This is an optimization exercise on Yosys and OpenROAD, whose aim is small area and a short achievable clock period, not a production implementation. Function was checked by simulation only, so behaviour that the tests miss may differ from the original. No activity file was given, so power comes from the tool's default toggle rates.

==> design.v <==
module halfAdder
(
    input logic x,
    input logic y,
    output logic sum,
    output logic cout
);
assign sum = x ^ y;
assign cout = (x & y);
endmodule
module fullAdder
(
    input logic x,
    input logic y,
    input logic cin,
    output logic sum,
    output logic cout
);
assign sum = x ^ y ^ cin;
assign cout = (x & y) | (x & cin) | (y & cin);
endmodule
module compressor_42
(
    input logic x1,
    input logic x2,
    input logic x3,
    input logic x4,
    input logic cin,
    output logic sum,  
    output logic carry,  
    output logic cout  
);
logic xor12;
logic xor34;
logic xor1234;
assign xor12 = x1 ^ x2;
assign xor34 = x3 ^ x4;
assign xor1234 = xor12 ^ xor34;
assign cout = (xor12) ? x3 : x1;    
assign carry = (xor1234) ? cin : x4;
assign sum = xor1234 ^ cin;
endmodule
module boothRecoder3 
(
    input logic [2:0] in,
    output logic zero,
    output logic neg,
    output logic two
);
always_comb
begin
    case (in)
        3'b000 : begin  zero = 1;  neg = 0;  two = 0; end
        3'b001 : begin  zero = 0;  neg = 0;  two = 0; end
        3'b010 : begin  zero = 0;  neg = 0;  two = 0; end
        3'b011 : begin  zero = 0;  neg = 0;  two = 1; end
        3'b100 : begin  zero = 0;  neg = 1;  two = 1; end
        3'b101 : begin  zero = 0;  neg = 1;  two = 0; end
        3'b110 : begin  zero = 0;  neg = 1;  two = 0; end
        3'b111 : begin  zero = 1;  neg = 1;  two = 0; end
    endcase
end
endmodule
module pProd
#(parameter INPUT_SIZE = 16, parameter OUTPUT_SIZE = INPUT_SIZE + 2)
(
	input logic signedFlag,
	input logic [INPUT_SIZE - 1 : 0] in,
	output logic [OUTPUT_SIZE - 1 : 0] out,
	output logic signLow,
	input logic zero,
	input logic neg,
	input logic two
);
logic [OUTPUT_SIZE - 1 : 0] res;
always_comb
begin
	if (zero == 1)
	begin
		out = {OUTPUT_SIZE {1'b0}};
		res = {OUTPUT_SIZE {1'b0}};		
		signLow = 1'b0;
	end
	else
	begin
		if (two == 1)
			res = {{OUTPUT_SIZE - INPUT_SIZE - 1 {signedFlag & in[INPUT_SIZE - 1]}}, in[INPUT_SIZE - 1 : 0], 1'b0};
		else
			res = {{OUTPUT_SIZE - INPUT_SIZE {signedFlag & in[INPUT_SIZE - 1]}}, in}; 
		if (neg == 1)
			res[OUTPUT_SIZE - 1 : 0] = ~res[OUTPUT_SIZE - 1 : 0];
		else
			res[OUTPUT_SIZE - 1 : 0] = res[OUTPUT_SIZE - 1 : 0];
		out[OUTPUT_SIZE - 2 : 0] = res[OUTPUT_SIZE - 2 : 0];
		if (signedFlag == 1)
			out[OUTPUT_SIZE - 1] = neg != in[INPUT_SIZE - 1];
		else
			out[OUTPUT_SIZE - 1] = res[OUTPUT_SIZE - 1];
		signLow = neg;
	end
end
endmodule
module pProdsGen
#(parameter M = 16, parameter N = 16, parameter NPP = N / 2 + 1)
(
	input logic signedFlag,
	input logic [M - 1 : 0] multiplicand,
	input logic [N - 1 : 0] multiplier,
	output logic [0 : NPP - 1][M + 2 - 1 : 0] pprods,
	output logic [0 : NPP - 1] signsLow
);
	localparam msbZeroPadding = 2 - (N % 2);
	logic [N + msbZeroPadding : 0] paddedMultiplier;
	assign paddedMultiplier = {{msbZeroPadding{multiplier[N - 1] && (N % 2 == 1)}}, multiplier, 1'b0};
	genvar i;
	generate
	for (i = 0; i < NPP; i = i + 1)
	begin: pps
		logic zero, neg, two;
		boothRecoder3 br(paddedMultiplier[2 * (i + 1) : 2 * i], zero, neg, two);
		pProd #(.INPUT_SIZE(M), .OUTPUT_SIZE(M + 2)) pp_i (.signedFlag(signedFlag),.in(multiplicand), 
			.out(pprods[i]), .signLow(signsLow[i]), .zero(zero | ((i == (NPP - 1)) & signedFlag & (N % 2 == 0))), .neg(neg), .two(two));
	end
	endgenerate
	endmodule
module claAddSubGen
#(parameter M = 32)
(
    input logic sub,
    input logic cin,
    input logic [M - 1 : 0] x,
    input logic [M - 1 : 0] y,
    output logic [M - 1 : 0] out,
    output logic cout,
    output logic v,
    output logic g,
    output logic p
);
logic [M - 1 : 0] ys;
logic [M : 0] s;
assign ys = y ^ {M{sub}};
assign s = {1'b0, x} + {1'b0, ys} + {{M{1'b0}}, sub | cin};
assign out = s[M - 1 : 0];
assign cout = s[M];
assign v = (x[M - 1] == ys[M - 1]) && (out[M - 1] != x[M - 1]);
assign g = s[M];
assign p = &(x ^ ys);
endmodule
module PipelinedRadix4BoothWallace32
(
    input logic clk,
    input logic run,
    input logic signedFlag,  
    input logic [32 - 1 : 0] multiplicand,
    input logic [32 - 1 : 0] multiplier,
    output logic [64 - 1 : 0] out
);
localparam M = 32;
localparam NPP = M / 2 + 1;
logic [0 : NPP - 1][M + 2 - 1 : 0] pprods;  
logic [0 : NPP - 1][M + 4 - 1 : 0] pprodsExt;
logic [0 : NPP - 1] signsLow;
logic [0 : NPP /4][2 * M - 1 : 0] sum_0;
logic [0 : NPP /4][2 * M - 1 : 0] sum_0_reg;
logic [0 : NPP / 4][2 * M - 1  : 0] carry_0;
logic [0 : NPP / 4][2 * M - 1  : 0] carry_0_reg;
logic [0 : NPP / 4][2 * M - 2 : 0] hor_cout_0;
logic [0 : NPP / 8][2 * M - 1 : 0] sum_1;
logic [0 : NPP / 8][2 * M - 1 : 0] sum_1_reg;
logic [0 : NPP / 8][2 * M - 1  : 0] carry_1;
logic [0 : NPP / 8][2 * M - 1  : 0] carry_1_reg;
logic [0 : NPP / 8][2 * M - 2 : 0] hor_cout_1;
logic [0 : NPP / 16][2 * M - 1 : 0] sum_2;
logic [0 : NPP / 16][2 * M - 1 : 0] sum_2_reg;
logic [0 : NPP / 16][2 * M - 1  : 0] carry_2;
logic [0 : NPP / 16][2 * M - 1  : 0] carry_2_reg;
logic [0 : NPP / 16][2 * M - 2 : 6] hor_cout_2;
logic [0 : NPP / M][2 * M - 1 : 0] sum_3;
logic [0 : NPP / M][2 * M - 1 : 0] sum_3_reg;
logic [0 : NPP / M][2 * M - 1  : 0] carry_3;
logic [0 : NPP / M][2 * M - 1  : 0] carry_3_reg;
logic [0 : NPP / M][M - 3 : 14] hor_cout_3;
logic [2 * M - 1 : 0] out_t;
logic [2 * M - 1 : 0] out_reg;
pProdsGen #(.M(M), .N(M), .NPP(NPP)) pProdsGen(.signedFlag(signedFlag), .multiplicand(multiplicand), 
.multiplier(multiplier), .pprods(pprods), .signsLow(signsLow));
assign pprodsExt[0] = {~pprods[0][M + 1], pprods[0][M + 1], pprods[0][M + 1 : 0]};
genvar i;
generate
for(i = 1; i < NPP; i = i + 1)
begin: pProdsExtGenLoop
    assign pprodsExt[i] = {1'b1, ~pprods[i][M + 1], pprods[i][M : 0]}; 
end
assign out = out_reg;
always_ff @(posedge clk)
begin: pipeline
    if(run)
    begin
        sum_0_reg <= sum_0;
        carry_0_reg <= carry_0;
        sum_1_reg <= sum_1;
        carry_1_reg <= carry_1;
        sum_2_reg <= sum_2;
        carry_2_reg <= carry_2;
        sum_3_reg <= sum_3;
        carry_3_reg <= carry_3;
        out_reg <= out_t;
    end
end
genvar row_0;
for (row_0 = 0; row_0 < NPP / 4; row_0 = row_0 + 1)
begin: row_0_for
    halfAdder ha_row0_0(.x(pprodsExt[row_0 * 4][0]), .y(signsLow[row_0 * 4]), 
        .sum(sum_0[row_0][row_0 * 8]), 
    .cout(carry_0[row_0][row_0 * 8]));
    assign sum_0[row_0][row_0 * 8 + 1] = pprodsExt[row_0 * 4][1];
    fullAdder fa0_2(.x(pprodsExt[row_0 * 4][2]), 
        .y(pprodsExt[row_0 * 4 + 1][0]), .cin(signsLow[row_0 * 4 + 1]), 
        .sum(sum_0[row_0][row_0 * 8 + 2]), 
    .cout(carry_0[row_0][row_0 * 8 + 2]));
    halfAdder ha_row0_3(.x(pprodsExt[row_0 * 4][3]), 
        .y(pprodsExt[row_0 * 4 + 1][1]), 
        .sum(sum_0[row_0][row_0 * 8 + 3]),
    .cout(carry_0[row_0][row_0 * 8 + 3]));
    compressor_42 comp_0_4(.x1(pprodsExt[row_0 * 4][4]), 
        .x2(pprodsExt[row_0 * 4 + 1][2]), 
        .x3(pprodsExt[row_0 * 4 + 2][0]), 
        .x4(signsLow[row_0 * 4 + 2]), .cin(1'b0), 
        .sum(sum_0[row_0][row_0 * 8 + 4]), 
        .carry(carry_0[row_0][row_0 * 8 + 4]), 
    .cout(hor_cout_0[row_0][row_0 * 8 + 4]));
    compressor_42 comp_0_5(.x1(pprodsExt[row_0 * 4][5]), 
        .x2(pprodsExt[row_0 * 4 + 1][3]),
        .x3(pprodsExt[row_0 * 4 + 2][1]), .x4(1'b0), 
        .cin(hor_cout_0[row_0][row_0 * 8 + 4]), 
        .sum(sum_0[row_0][row_0 * 8 + 5]),
        .carry(carry_0[row_0][row_0 * 8 + 5]), 
    .cout(hor_cout_0[row_0][row_0 * 8 + 5]));
    genvar col;
    for (col = 6; col <= M + 3 - row_0 * 8; col = col + 1)
    begin: middle
        compressor_42 comp_mid_col(.x1(pprodsExt[row_0 * 4][col]), 
            .x2(pprodsExt[row_0 * 4 + 1][col - 2]),
            .x3(pprodsExt[row_0 * 4 + 2][col - 4]), 
            .x4(pprodsExt[row_0 * 4 + 3][col - 6]), 
            .cin(hor_cout_0[row_0][row_0 * 8 + col - 1]), 
            .sum(sum_0[row_0][row_0 * 8 + col]),
            .carry(carry_0[row_0][row_0 * 8 + col]), 
        .cout(hor_cout_0[row_0][row_0 * 8 + col]));
    end
    compressor_42 comp_0_0_M_4(
        .x1(pprodsExt[row_0 * 4 + 1][M + 2 - row_0 * 8]), 
        .x2(pprodsExt[row_0 * 4 + 2][M + 2 - row_0 * 8 - 2]), 
        .x3(pprodsExt[row_0 * 4 + 3][M + 2 - row_0 * 8 - 4]), 
        .x4(pprodsExt[row_0 * 4 + 4][M + 2 - row_0 * 8 - 6]), 
        .cin(hor_cout_0[row_0][M + 3]), 
        .sum(sum_0[row_0][M + 4]), 
        .carry(carry_0[row_0][M + 4]),
    .cout(hor_cout_0[row_0][M + 4]));
    genvar j;
    for (j = row_0 * 4 + 2; j <= NPP - 4; j = j + 1)
    begin: comp_tail_level_0_0
        compressor_42 comp_0_2j(.x1(pprodsExt[j][M + 1 - row_0 * 8]), 
            .x2(pprodsExt[j + 1][M + 1 - row_0 * 8 - 2]),
            .x3(pprodsExt[j + 2][M + 1 - row_0 * 8 - 4]), 
            .x4(pprodsExt[j + 3][M + 1 - row_0 * 8 - 6]),
            .cin(hor_cout_0[row_0][M + 5 + ((j - (row_0 * 4 + 2)) * 2) - 1]), 
            .sum(sum_0[row_0][M + 5 + ((j - (row_0 * 4 + 2)) * 2)]), 
            .carry(carry_0[row_0][M + 5 + ((j - (row_0 * 4 + 2)) * 2)]), 
        .cout(hor_cout_0[row_0][M + 5 + ((j - (row_0 * 4 + 2)) * 2)]));
        compressor_42 comp_0_2j_1(.x1(pprodsExt[j][M + 1 - row_0 * 8 + 1]), 
            .x2(pprodsExt[j + 1][M + 1 - row_0 * 8 + 1 - 2]), 
            .x3(pprodsExt[j + 2][M + 1 - row_0 * 8 + 1 - 4]), 
            .x4(pprodsExt[j + 3][M + 1 - row_0 * 8 + 1 - 6]), 
            .cin(hor_cout_0[row_0][M + 5 + ((j - (row_0 * 4 + 2)) * 2)]), 
            .sum(sum_0[row_0][M + 5 + ((j - (row_0 * 4 + 2)) * 2) + 1]), 
            .carry(carry_0[row_0][M + 5 + ((j - (row_0 * 4 + 2)) * 2) + 1]), 
        .cout(hor_cout_0[row_0][M + 5 + ((j - (row_0 * 4 + 2)) * 2) + 1]));
    end
    compressor_42 comp_0_final_0(.x1(pprodsExt[NPP - 3][M + 1 - 8 * row_0]), 
        .x2(pprodsExt[NPP - 2][M + 1 - 8 * row_0 - 2]), 
        .x3(pprodsExt[NPP - 1][M + 1 - 8 * row_0 - 4]), 
        .x4(1'b0), .cin(hor_cout_0[row_0][2 * M - 4 - 8 * row_0]), 
        .sum(sum_0[row_0][2 * M - 3 - 8 * row_0]), 
        .carry(carry_0[row_0][2 * M - 3 - 8 * row_0]), 
    .cout(hor_cout_0[row_0][2 * M - 3 - 8 * row_0]));
    compressor_42 comp_0_final_1(.x1(pprodsExt[NPP - 3][M + 2 - 8 * row_0]), 
        .x2(pprodsExt[NPP - 2][M + 2 - 8 * row_0 - 2]), 
        .x3(pprodsExt[NPP - 1][M + 2 - 8 * row_0 - 4]), 
        .x4(1'b0), .cin(hor_cout_0[row_0][2 * M - 3 - 8 * row_0]), 
        .sum(sum_0[row_0][2 * M - 2 - 8 * row_0]), 
        .carry(carry_0[row_0][2 * M - 2 - 8 * row_0]), 
    .cout(hor_cout_0[row_0][2 * M - 2 - 8 * row_0]));
    fullAdder fa_0_final_0(.x(pprodsExt[NPP - 2][M + 1 - 8 * row_0]), 
        .y(pprodsExt[NPP - 1][M + 1 - 8 * row_0 - 2]), 
        .cin(hor_cout_0[row_0][2 * M - 2 - 8 * row_0]), 
        .sum(sum_0[row_0][2 * M - 1 - 8 * row_0]), 
    .cout(carry_0[row_0][2 * M - 1 - 8 * row_0])); 
    for(j = 0; j < (row_0); j = j + NPP / 4)  
    begin: fm
        halfAdder ha_0_final_0(.x(pprodsExt[NPP - 2][M + 2 - 8 * row_0]), 
            .y(pprodsExt[NPP - 1][M - 8 * (row_0)]),  
            .sum(sum_0[row_0][2 * M - 8 * (row_0)]), 
        .cout(carry_0[row_0][2 * M - 8 * row_0]));
        assign sum_0[row_0][2 * M + 1 - 8 * row_0] 
        = pprodsExt[NPP - 1][M - 7 - 8 * (row_0 - 1)] ;
        assign sum_0[row_0][2 * M + 2 - 8 * row_0] 
        = pprodsExt[NPP - 1][M - 6 - 8 * (row_0 - 1)];
        assign sum_0[row_0][6 + 8 * (row_0 - 1)] = signsLow[4 * row_0 - 1];
    end 
end  
assign carry_0[0][1] = 1'b0;  
assign sum_0[NPP / 4][M - 2] = signsLow[NPP - 2];
genvar j;
for(j = 0; j < 4; j = j + 1) 
begin: level_0_sumEndPassThroughs
    assign sum_0[NPP / 4][M + j] = pprodsExt[NPP - 1][j];
end
for(i = 0; i <= 5; i++)
begin: level_1_sumPassThroughs
    assign sum_1[0][i] = sum_0_reg[0][i];
end
for(i = 0; i <= 4; i++)
begin: level_1_carryPassThroughs
    assign carry_1[0][i] = carry_0_reg[0][i];
end
assign carry_1[0][5] = 1'b0;
genvar row_1;
for(row_1 = 1; row_1 < NPP / 8 ; row_1 = row_1 + 1)
begin: level_1_preambleLoop
    halfAdder ha_pre_row_1_1(.x(sum_0_reg[2 * row_1][16 * row_1 + 1]), 
        .y(carry_0_reg[2 * row_1][16 * row_1]), 
    .sum(sum_1[row_1][16 * row_1 + 1]), .cout(carry_1[row_1][16 * row_1 + 1]));
    for(j = 3; j <= 5; j = j + 1)
    begin: level_1_preambleHaLoop
        halfAdder ha_pre_row_1_3(.x(sum_0_reg[row_1 * 2][j + 16 * row_1]), 
            .y(carry_0_reg[row_1 * 2][j - 1 + 16 * row_1]), 
        .sum(sum_1[row_1][j + 16 * row_1]), .cout(carry_1[row_1][j + 16 * row_1]));
    end
    assign sum_1[row_1][14 + 16 * (row_1 - 1)] = sum_0_reg[2 * row_1][14 + 16 * (row_1 - 1)];  
    assign sum_1[row_1][16 + 16 * (row_1 - 1)] = sum_0_reg[2 * row_1][16 + 16 * (row_1 - 1)];
    assign sum_1[row_1][18 + 16 * (row_1 - 1)] = sum_0_reg[2 * row_1][18 + 16 * (row_1 - 1)];
    assign sum_1[row_1][2 * M - 14 - 16 * (row_1 - 1)] = sum_0_reg[2 * row_1][2 * M - 14 - 16 * (row_1 - 1)];
end
for(row_1 = 0; row_1 < NPP / 8; row_1 = row_1 + 1)
begin: level_1_preambleFaLoop
    fullAdder fa_pre_row_1_6(.x(sum_0_reg[row_1 * 2][6 + 16 * row_1]),
        .y(carry_0_reg[row_1 * 2][6 - 1 + 16 * row_1]), 
        .cin(sum_0_reg[row_1 * 2 + 1][6 + 16 * row_1]), 
        .sum(sum_1[row_1][6 + 16 * row_1]), 
    .cout(carry_1[row_1][6 + 16 * row_1]));
    halfAdder ha_pre_row_1_7(.x(sum_0_reg[row_1 * 2][7 + 16 * row_1]),
        .y(carry_0_reg[row_1 * 2][7 - 1 + 16 * row_1]), 
        .sum(sum_1[row_1][7 + 16 * row_1]), 
    .cout(carry_1[row_1][7 + 16 * row_1]));
    fullAdder fa_pre_row_1_8(.x(sum_0_reg[row_1 * 2][8 + 16 * row_1]),
        .y(carry_0_reg[row_1 * 2][8 - 1 + 16 * row_1]), 
        .cin(sum_0_reg[row_1 * 2 + 1][8 + 16 * row_1]), 
        .sum(sum_1[row_1][8 + 16 * row_1]), 
    .cout(carry_1[row_1][8 + 16 * row_1]));
    compressor_42 ca_pre_row_1_9(.x1(sum_0_reg[row_1 * 2][9 + 16 * row_1]), 
        .x2(carry_0_reg[row_1 * 2][9 - 1 + 16 * row_1]), 
        .x3(sum_0_reg[row_1 * 2 + 1][9 + 16 * row_1]),
        .x4(carry_0_reg[row_1 * 2 + 1][9 - 1 + 16 * row_1]),
        .cin(1'b0),
        .sum(sum_1[row_1][9 + 16 * row_1]), 
        .carry(carry_1[row_1][9 + 16 * row_1]),
    .cout(hor_cout_1[row_1][9 + 16 * row_1]));
    compressor_42 ca_pre_row_1_10(.x1(sum_0_reg[row_1 * 2][10 + 16 * row_1]), 
        .x2(carry_0_reg[row_1 * 2][10 - 1 + 16 * row_1]), 
        .x3(sum_0_reg[row_1 * 2 + 1][10 + 16 * row_1]),
        .x4(1'b0),
        .cin(hor_cout_1[row_1][10 - 1 + 16 * row_1]),
        .sum(sum_1[row_1][10 + 16 * row_1]), 
        .carry(carry_1[row_1][10 + 16 * row_1]),
    .cout(hor_cout_1[row_1][10 + 16 * row_1]));
    for(j = 11 + 16 * row_1; j <= 2 * M - 7 - 16 * row_1; j = j + 1)
    begin: level_1_middleLoop
        compressor_42 comp_1_middle(.x1(sum_0_reg[row_1 * 2][j]),
            .x2(carry_0_reg[row_1 * 2][j - 1]), 
            .x3(sum_0_reg[row_1 * 2 + 1][j]), 
            .x4(carry_0_reg[row_1 * 2 + 1][j - 1]), .cin(hor_cout_1[row_1][j - 1]), 
            .sum(sum_1[row_1][j]), 
        .carry(carry_1[row_1][j]), .cout(hor_cout_1[row_1][j]));
    end
    compressor_42 comp_1_middle_2_M_6(
        .x1(sum_0_reg[row_1 * 2][2 * M - 6 - 16 * row_1]), 
        .x2(carry_0_reg[row_1 * 2][2 * M - 6 - 16 * row_1 - 1]), 
        .x3(sum_0_reg[row_1 * 2 + 1][2 * M - 6 - 16 * row_1]), 
        .x4(1'b0), .cin(hor_cout_1[row_1][2 * M - 6 - 16 * row_1 - 1]), 
        .sum(sum_1[row_1][2 * M - 6 - 16 * row_1]), 
        .carry(carry_1[row_1][2 * M - 6 - 16 * row_1]), 
    .cout(hor_cout_1[row_1][2 * M - 6 - 16 * row_1]));
    fullAdder fa_1_tail_2_M_5(.x(sum_0_reg[row_1 * 2][2 * M - 5 - 16 * row_1]), 
        .y(carry_0_reg[row_1 * 2][2 * M - 5 - 16 * row_1 - 1]), 
        .cin(hor_cout_1[row_1][2 * M - 5 - 16 * row_1 - 1]), 
        .sum(sum_1[row_1][2 * M - 5 - 16 * row_1]), 
    .cout(carry_1[row_1][2 * M - 5 - 16 * row_1]));
    for(j = 2 * M - 4 - 16 * row_1; j <= 2 * M - 1 - 16 * row_1 + 2 * (row_1 > 0); j = j + 1)
    begin: level_1_row_1_loop
        halfAdder ha_1_tail(.x(sum_0_reg[row_1 * 2][j]), .y(carry_0_reg[row_1 * 2][j - 1]), 
            .sum(sum_1[row_1][j]), 
        .cout(carry_1[row_1][j]));
    end
end  
assign sum_1[NPP / 8][M - 2] = sum_0_reg[NPP / 4][M - 2];
for(j = 0; j < 4; j = j + 1) 
begin: level_1_endSumPassThroughs
    assign sum_1[NPP / 8][M + j] = sum_0_reg[NPP / 4][M + j];
end
for(i = 0; i <= 13; i++)
begin: level_2_sumPassThroughs
    assign sum_2[0][i] = sum_1_reg[0][i];
end
for(i = 0; i <= 12; i++)
begin: level_2_carryPassThroughs
    assign carry_2[0][i] = carry_1_reg[0][i];
end
assign carry_2[0][13] = 1'b0;
fullAdder fa_2_pre_14(.x(sum_1_reg[0][14]), .y(carry_1_reg[0][13]),
.cin(sum_1_reg[1][14]), .sum(sum_2[0][14]), .cout(carry_2[0][14]));
halfAdder ha_2_pre_15(.x(sum_1_reg[0][15]), .y(carry_1_reg[0][14]),
.sum(sum_2[0][15]), .cout(carry_2[0][15]));
fullAdder fa_2_pre_16(.x(sum_1_reg[0][16]), .y(carry_1_reg[0][15]),
.cin(sum_1_reg[1][16]), .sum(sum_2[0][16]), .cout(carry_2[0][16]));
fullAdder fa_2_pre_17(.x(sum_1_reg[0][17]), .y(carry_1_reg[0][16]),
.cin(sum_1_reg[1][17]), .sum(sum_2[0][17]), .cout(carry_2[0][17]));
compressor_42 comp_2_pre_18(.x1(sum_1_reg[0][18]), 
    .x2(carry_1_reg[0][17]),
    .x3(sum_1_reg[1][18]), 
    .x4(carry_1_reg[1][17]), 
    .cin(1'b0),
    .sum(sum_2[0][18]), 
    .carry(carry_2[0][18]), 
.cout(hor_cout_2[0][18]));
compressor_42 comp_2_pre_19(.x1(sum_1_reg[0][19]), 
    .x2(carry_1_reg[0][18]),
    .x3(sum_1_reg[1][19]), 
    .x4(1'b0), 
    .cin(hor_cout_2[0][18]),
    .sum(sum_2[0][19]), 
    .carry(carry_2[0][19]), 
.cout(hor_cout_2[0][19]));
for(i = 20; i <= 50; i = i + 1)
begin: comp_2_20_50
    compressor_42 comp_2(.x1(sum_1_reg[0][i]), .x2(carry_1_reg[0][i - 1]),
        .x3(sum_1_reg[1][i]), 
        .x4(carry_1_reg[1][i - 1]), 
        .cin(hor_cout_2[0][i - 1]),
    .sum(sum_2[0][i]), .carry(carry_2[0][i]), .cout(hor_cout_2[0][i]));
end
fullAdder fa_2_pre_51(.x(sum_1_reg[0][51]), .y(carry_1_reg[0][50]),
.cin(hor_cout_2[0][50]), .sum(sum_2[0][51]), .cout(carry_2[0][51]));
for(i = 52; i <= 63; i = i + 1)
begin: level_2_52_63
    halfAdder ha_2_pre_51(.x(sum_1_reg[0][i]), .y(carry_1_reg[0][i - 1]),
    .sum(sum_2[0][i]), .cout(carry_2[0][i]));
end
assign sum_2[NPP / 16][M - 2] = sum_1_reg[NPP / 8][M - 2];  
for(j = 0; j < 4; j = j + 1) 
begin: level_2_endSumPassThroughs
    assign sum_2[NPP / 16][M + j] = sum_1_reg[NPP / 8][M + j];
end
for(i = 0; i <= M - 3; i++)
begin: level_3_sumPassThroughs
    assign sum_3[0][i] = sum_2_reg[0][i];
end
for(i = 0; i <= M - 4; i++)
begin: level_3_carryPassThroughs
    assign carry_3[0][i] = carry_2_reg[0][i];
end
assign carry_3[0][M - 3] = 1'b0;
fullAdder fa_3_M_2(.x(sum_2_reg[0][M - 2]), .y(carry_2_reg[0][M - 3]), 
    .cin(sum_2_reg[1][M - 2]),
.sum(sum_3[0][M - 2]), .cout(carry_3[0][M - 2]));
halfAdder ha_3_M_1(.x(sum_2_reg[0][M - 1]), .y(carry_2_reg[0][M - 2]),
.sum(sum_3[0][M - 1]), .cout(carry_3[0][M - 1]));
for(i = M; i <= M + 3; i = i + 1)
begin: level_3_M_M3
    fullAdder fa_3_pre(.x(sum_2_reg[0][i]), .y(carry_2_reg[0][i - 1]), 
        .cin(sum_2_reg[1][i]),
    .sum(sum_3[0][i]), .cout(carry_3[0][i]));
end
for(i = M + 4; i <= 63; i = i + 1)
begin: level3_M_63
    halfAdder fa_3_pre(.x(sum_2_reg[0][i]), .y(carry_2_reg[0][i - 1]),
    .sum(sum_3[0][i]), .cout(carry_3[0][i]));
end
endgenerate
claAddSubGen #(.M(2 * M)) finalCLAadder64(.sub(1'b0), .cin(1'b0),
    .x({sum_3_reg[0][63 : 0]}), 
    .y({carry_3_reg[0][62 : 0], 1'b0}), 
    .out(out_t[63: 0]), .cout(), .v(),
.g(), .p());
endmodule
==> run.sh <==
#!/bin/bash
# synth_recipe.tcl (not shown) runs the flow's synth.tcl, then flattens the netlist and writes it again
# the make line also repeats each setting of config.mk as NAME=value (left out here)
make -C /OpenROAD-flow-scripts/flow DESIGN_CONFIG=/design/flow/config.mk WORK_HOME=/design/flow/orfs CLKGATE_MAP_FILE= SYNTH_SCRIPT=/design/flow/synth_recipe.tcl finish
==> config.mk <==
export PLATFORM = sky130hd
export DESIGN_NAME = PipelinedRadix4BoothWallace32
export DESIGN_NICKNAME = PipelinedRadix4BoothWallace32
export VERILOG_FILES = /design/flow/design.v
export SDC_FILE = /design/flow/constraint.sdc
export NUM_CORES = 4
export LEC_CHECK = 0
export CAP_MARGIN = 20
export CORE_MARGIN = 2
export CORE_UTILIZATION = 40
export PLACE_DENSITY = 0.6
export SLEW_MARGIN = 20
==> constraint.sdc <==
create_clock -name core_clock -period 4.2 [get_ports {clk}]
set_input_delay 0.8400 -clock core_clock [delete_from_list [all_inputs] [get_ports {clk}]]
set_output_delay 0.8400 -clock core_clock [all_outputs]
set_load 0.01 [all_outputs]
==> run notes <==
-- stage by stage --
| stage | utilization (%) | cell area, um^2 | total power, mW |
|---|---|---|---|
| finish | 45.3 | 65000 | 42.4 |
| global route | 45.3 | 65000 | 44.8 |
| CTS | 45.3 | 64900 | 42.4 |
| detailed placement | 43.1 | 61800 | 33.8 |
| global placement | 43.1 | 61800 | 33.5 |
| floorplan | - | 57800 | 27.5 |
-- where the power goes --
| part | internal (mW) | leakage (nW) | total, mW | switching, mW |
|---|---|---|---|---|
| combinational | 7.57 | 13.3 | 18.3 | 10.8 |
| sequential | 14.0 | 8.33 | 15.7 | 1.69 |
| clock | 4.87 | 1.49 | 8.42 | 3.56 |
| total | 26.4 | 23.1 | 42.4 | 16.0 |
-- cell type report --
cell class,instances,area (um^2)
sequential,849,25500
inverter,75,282
clock buffer,117,2460
multi-input combinational,4083,30300
timing repair buffer,364,3320
tap,1903,2380
clock inverter,51,672
antenna,4,10.0
fill,13200,78500
-- layout by cell type (no fill, tap or decap), types with 48 or more instances in the layout --
cell type / synthesis / final
sky130_fd_sc_hd__buf_2: 135 / 48
sky130_fd_sc_hd__clkbuf_16: 0 / 95
sky130_fd_sc_hd__nand2_1: 251 / 251
sky130_fd_sc_hd__maj3_1: 233 / 233
sky130_fd_sc_hd__buf_4: 5 / 195
sky130_fd_sc_hd__clkdlybuf4s50_1: 0 / 80
sky130_fd_sc_hd__o21ai_0: 134 / 134
sky130_fd_sc_hd__mux2i_1: 102 / 102
sky130_fd_sc_hd__a22oi_1: 57 / 57
sky130_fd_sc_hd__ha_1: 127 / 127
sky130_fd_sc_hd__nor2_1: 632 / 623
sky130_fd_sc_hd__edfxtp_1: 849 / 849
sky130_fd_sc_hd__a221oi_1: 304 / 304
sky130_fd_sc_hd__a21oi_1: 249 / 249
sky130_fd_sc_hd__a211oi_1: 73 / 73
sky130_fd_sc_hd__xor2_1: 734 / 722
sky130_fd_sc_hd__inv_1: 74 / 74
sky130_fd_sc_hd__xnor2_1: 750 / 747
-- kinds of logic after synthesis --
group | synth area share (%)
XOR/XNOR | 22.6
AND/OR/NAND/NOR | 8.04
AO/OA/AOI/OAI | 12.2
flip-flops | 44.1
buffers and inverters | 3.67
adder cells (fa/ha/maj) | 7.54
multiplexers | 1.79
-- per-layer routing --
layer | up-vias | GRT usage (%)
li1 | 19500 | -
met1 | 20000 | 32.1
met2 | 1617 | 33.7
met3 | 303 | 4.74
met4 | 10 | 8.22
met5 | - | 0
-- how the worst max path moves through the flow --
| stage | end | cells after the start |
|---|---|---|
| floorplan | sum_0_reg[103] | 8 |
| global placement | carry_0_reg[215] | 10 |
| detailed placement | carry_0_reg[207] | 8 |
| CTS | out_reg[63] | 10 |
| global route | out_reg[54] | 10 |
| finish | out_reg[54] | 10 |
-- worst max-delay path, delay by kind of cell, from the launching register on --
kind / cells / cell delay [ns]
AND/OR/NAND/NOR: 2 / 0.30
AO/OA/AOI/OAI: 6 / 2.05
adder cells (fa/ha/maj): 1 / 0.48
buffers and inverters: 1 / 0.19
flip-flops: 1 / 0.36
==> report_table.html <==
<table>
<tr><th>Metric</th><th>Value</th></tr>
<tr><th colspan="2">Synth</th></tr>
<tr><td>Commonest register cell after synthesis</td><td>sky130_fd_sc_hd__edfxtp_1</td></tr>
<tr><td>Post-synth EDFFs</td><td>849</td></tr>
<tr><td>Cells after Synth</td><td>5446</td></tr>
<tr><td>Mean instance size in the synthesized netlist</td><td>10.6 um^2</td></tr>
<tr><td>Most area-consuming cells after synthesis</td><td>sky130_fd_sc_hd__edfxtp_1 (44%), sky130_fd_sc_hd__xnor2_1 (11%), sky130_fd_sc_hd__xor2_1 (11%), sky130_fd_sc_hd__a221oi_1 (4.6%), sky130_fd_sc_hd__nor2_1 (4.1%)</td></tr>
<tr><td>Cell type with the largest total area after synthesis</td><td>sky130_fd_sc_hd__edfxtp_1</td></tr>
<tr><td>Net count after synthesis</td><td>5662</td></tr>
<tr><td>Post-synthesis async set-or-reset flop share</td><td>0%</td></tr>
<tr><td>Post-synth cell types</td><td>74</td></tr>
<tr><td>Most instantiated cells after synthesis</td><td>sky130_fd_sc_hd__edfxtp_1 (849), sky130_fd_sc_hd__xnor2_1 (750), sky130_fd_sc_hd__xor2_1 (734), sky130_fd_sc_hd__nor2_1 (632), sky130_fd_sc_hd__a221oi_1 (304)</td></tr>
<tr><td>#FFs+latches synth</td><td>849</td></tr>
<tr><td>Area fraction of the dominant cell type after synthesis</td><td>44.1%</td></tr>
<tr><td>Library cell with the highest instance count after synthesis</td><td>sky130_fd_sc_hd__edfxtp_1</td></tr>
<tr><td>Sequential-to-total area share from yosys stat</td><td>44.1%</td></tr>
<tr><td>Yosys warns</td><td>612</td></tr>
<tr><td>Cell area after technology mapping</td><td>57800 um^2</td></tr>
<tr><th colspan="2">Critical path</th></tr>
<tr><td>Crit. Startpoint</td><td>carry_3_reg[10]</td></tr>
<tr><td>Reg-to-reg setup timing slack</td><td>0.58 ns</td></tr>
<tr><td>Maximum net fanout on the critical path</td><td>7</td></tr>
<tr><td>CP cell instances</td><td>ha_1, nand4_1, a211oi_1, o311ai_1, buf_4, a31oi_1, o2111ai_2, a21oi_1, nor2_1, o211a_1</td></tr>
<tr><td>Critical register-to-register path endpoint</td><td>out_reg[54]</td></tr>
<tr><td>Largest stage delay on the critical path</td><td>0.57 ns</td></tr>
<tr><td>Startpoint Class</td><td>flip-flop</td></tr>
<tr><td>Worst path required time</td><td>4.66 ns</td></tr>
<tr><td>Critical-path top delay cell</td><td>sky130_fd_sc_hd__a31oi_1</td></tr>
<tr><td>Endpoint kind of the worst setup timing path</td><td>flip-flop</td></tr>
<tr><td>Beginning of the worst register-to-register path</td><td>carry_3_reg[10]</td></tr>
<tr><td>Critical path data arrival time</td><td>4.08 ns</td></tr>
<tr><td>R2R cell count</td><td>10</td></tr>
<tr><td>Kind of critical path</td><td>reg -&gt; reg</td></tr>
<tr><th colspan="2">Clocking</th></tr>
<tr><td>Hold buffer count at CTS</td><td>0</td></tr>
<tr><td>Setup bufs post-CTS</td><td>0</td></tr>
<tr><td>Cts repair resizes</td><td>0</td></tr>
<tr><td>TritonCTS clock tree</td><td>built</td></tr>
<tr><td>CTS clk-pin slew, worst paths</td><td>0.06 ns</td></tr>
<tr><td>H-tree depth</td><td>3</td></tr>
<tr><td>Root Buffer</td><td>sky130_fd_sc_hd__clkbuf_16</td></tr>
<tr><td>TritonCTS Sinks</td><td>849</td></tr>
<tr><td>Worst skew pair latency</td><td>0.73 ns</td></tr>
<tr><td>TritonCTS buffer count</td><td>95</td></tr>
<tr><td>Buffer depth of the longest clock path</td><td>3</td></tr>
<tr><th colspan="2">Run status</th></tr>
<tr><td>Status</td><td>complete, no violations</td></tr>
<tr><th colspan="2">Routing</th></tr>
<tr><td>Sum of routed wire segments on met1</td><td>75.1 mm</td></tr>
<tr><td>Met3 routed WL</td><td>14.8 mm</td></tr>
<tr><td>Overall routed net length</td><td>169 mm</td></tr>
<tr><td>Remaining DRCs</td><td>0</td></tr>
<tr><td>Avg WL per Cell</td><td>22.7 um</td></tr>
<tr><td>Top Metal Used</td><td>met5</td></tr>
<tr><td>Initial DRC count</td><td>4444</td></tr>
<tr><td>Amount of wire on met2 after detailed routing</td><td>72.8 mm</td></tr>
<tr><td>Avg Vias per Cell</td><td>5.56</td></tr>
<tr><td>Routed via count</td><td>41400</td></tr>
<tr><td>Number of antenna-violating nets in the routed design</td><td>0</td></tr>
<tr><td>Number of detailed-routing iterations run before antenna repair</td><td>8</td></tr>
<tr><th colspan="2">Floorplanning</th></tr>
<tr><td>Die footprint</td><td>148000 um^2</td></tr>
<tr><td>Horizontal die dimension</td><td>384 um</td></tr>
<tr><td>Chip Height</td><td>384 um</td></tr>
<tr><td>Initial Utilization</td><td>40.3%</td></tr>
<tr><td>Placeable core region</td><td>143000 um^2</td></tr>
<tr><td>Number of cell rows</td><td>139</td></tr>
<tr><td>I/O pin count</td><td>131</td></tr>
<tr><th colspan="2">Timing</th></tr>
<tr><td>Setup repair after global routing missed its margin</td><td>no</td></tr>
<tr><td>Final setup margin</td><td>0.582 ns</td></tr>
<tr><td>Final setup fails</td><td>0</td></tr>
<tr><td>Post-route setup TNS</td><td>0 ns</td></tr>
<tr><td>Worst Clk Skew</td><td>0.0408 ns</td></tr>
<tr><td>Final worst path period share</td><td>86.2%</td></tr>
<tr><td>Maximum achievable frequency</td><td>276 MHz</td></tr>
<tr><td>Max-slew violation count</td><td>0</td></tr>
<tr><td>Minimum clock period</td><td>3.62 ns</td></tr>
<tr><td>Max_slew headroom</td><td>21.4%</td></tr>
<tr><td>Worst hold slack after final layout</td><td>0.409 ns</td></tr>
<tr><td>Worst Tran Pin Value</td><td>1.17 ns</td></tr>
<tr><td>Final hold vios</td><td>0</td></tr>
<tr><th colspan="2">Place</th></tr>
<tr><td>Port Buffers</td><td>130</td></tr>
<tr><td>Final weighted congestion in routability-driven placement</td><td>0.945</td></tr>
<tr><td>Post-DP HPWL</td><td>123 mm</td></tr>
<tr><td>Setup slack after placement</td><td>0.345 ns</td></tr>
<tr><td>Number of placed cells counting well taps</td><td>7272</td></tr>
<tr><th colspan="2">Finish</th></tr>
<tr><td>Finished Layout Cells</td><td>7446</td></tr>
<tr><td>Proportion of layout cells with a drive suffix above 1</td><td>8.49%</td></tr>
<tr><td># nets final</td><td>5684</td></tr>
<tr><td>Syn-to-layout area delta</td><td>12.4%</td></tr>
<tr><td>Max reg flops</td><td>177</td></tr>
<tr><th colspan="2">Global routing</th></tr>
<tr><td>Via count of the first global-routing pass</td><td>39000</td></tr>
<tr><td>Number of antenna violations at the first check in global routing</td><td>19</td></tr>
<tr><td>Wire length of the first global-routing pass</td><td>252 mm</td></tr>
<tr><td>Aggregate global-route resource usage</td><td>22.6%</td></tr>
<tr><td>Pin count of the biggest net entering global routing</td><td>130</td></tr>
<tr><td>Total grt overflow</td><td>0</td></tr>
<tr><th colspan="2">Run</th></tr>
<tr><td>Number of maximum-capacitance constraint violations</td><td>0</td></tr>
<tr><th colspan="2">Min path</th></tr>
<tr><td>Hold/Removal Path Class</td><td>reg -&gt; reg</td></tr>
<tr><td>Worst hold path endpoint</td><td>sum_3_reg[15]</td></tr>
<tr><td>Instance count along the most critical hold path</td><td>0</td></tr>
<tr><td>Hold wc startpoint</td><td>sum_2_reg[79]</td></tr>
<tr><th colspan="2">Power</th></tr>
<tr><td>Cell area power density</td><td>653 nW/um^2</td></tr>
<tr><td>Static Leak</td><td>23.1 nW</td></tr>
<tr><td>Worst vdd rail ir drop</td><td>0.394 mV</td></tr>
</table>

-- separate check: timing with driven ports --
No port has a modelled driver above. Below, the same layout with a new extraction and two added sets of constraints. Step 1, drivers: a clkbuf_16 drives clk and a buf_2 each remaining input, both assumed. Step 2, shift: input delay + t, output delay - t, t = (earliest + latest rising clock arrival at the registers) / 2. This alone moves slack from input paths to output paths. a / b / c = ideal ports / drivers / drivers and shift; a / b = the first two.
shift t [ns]: 0.788
setup WS [ns]: 0.582 / 0.582 / 0.173
worst hold slack (ns): 0.409 / 0.409 / 0.409
After both steps this run still meets setup and hold. For this run, drivers alone change the setup slack by 0.000 ns; drivers and shift together by -0.409 ns.
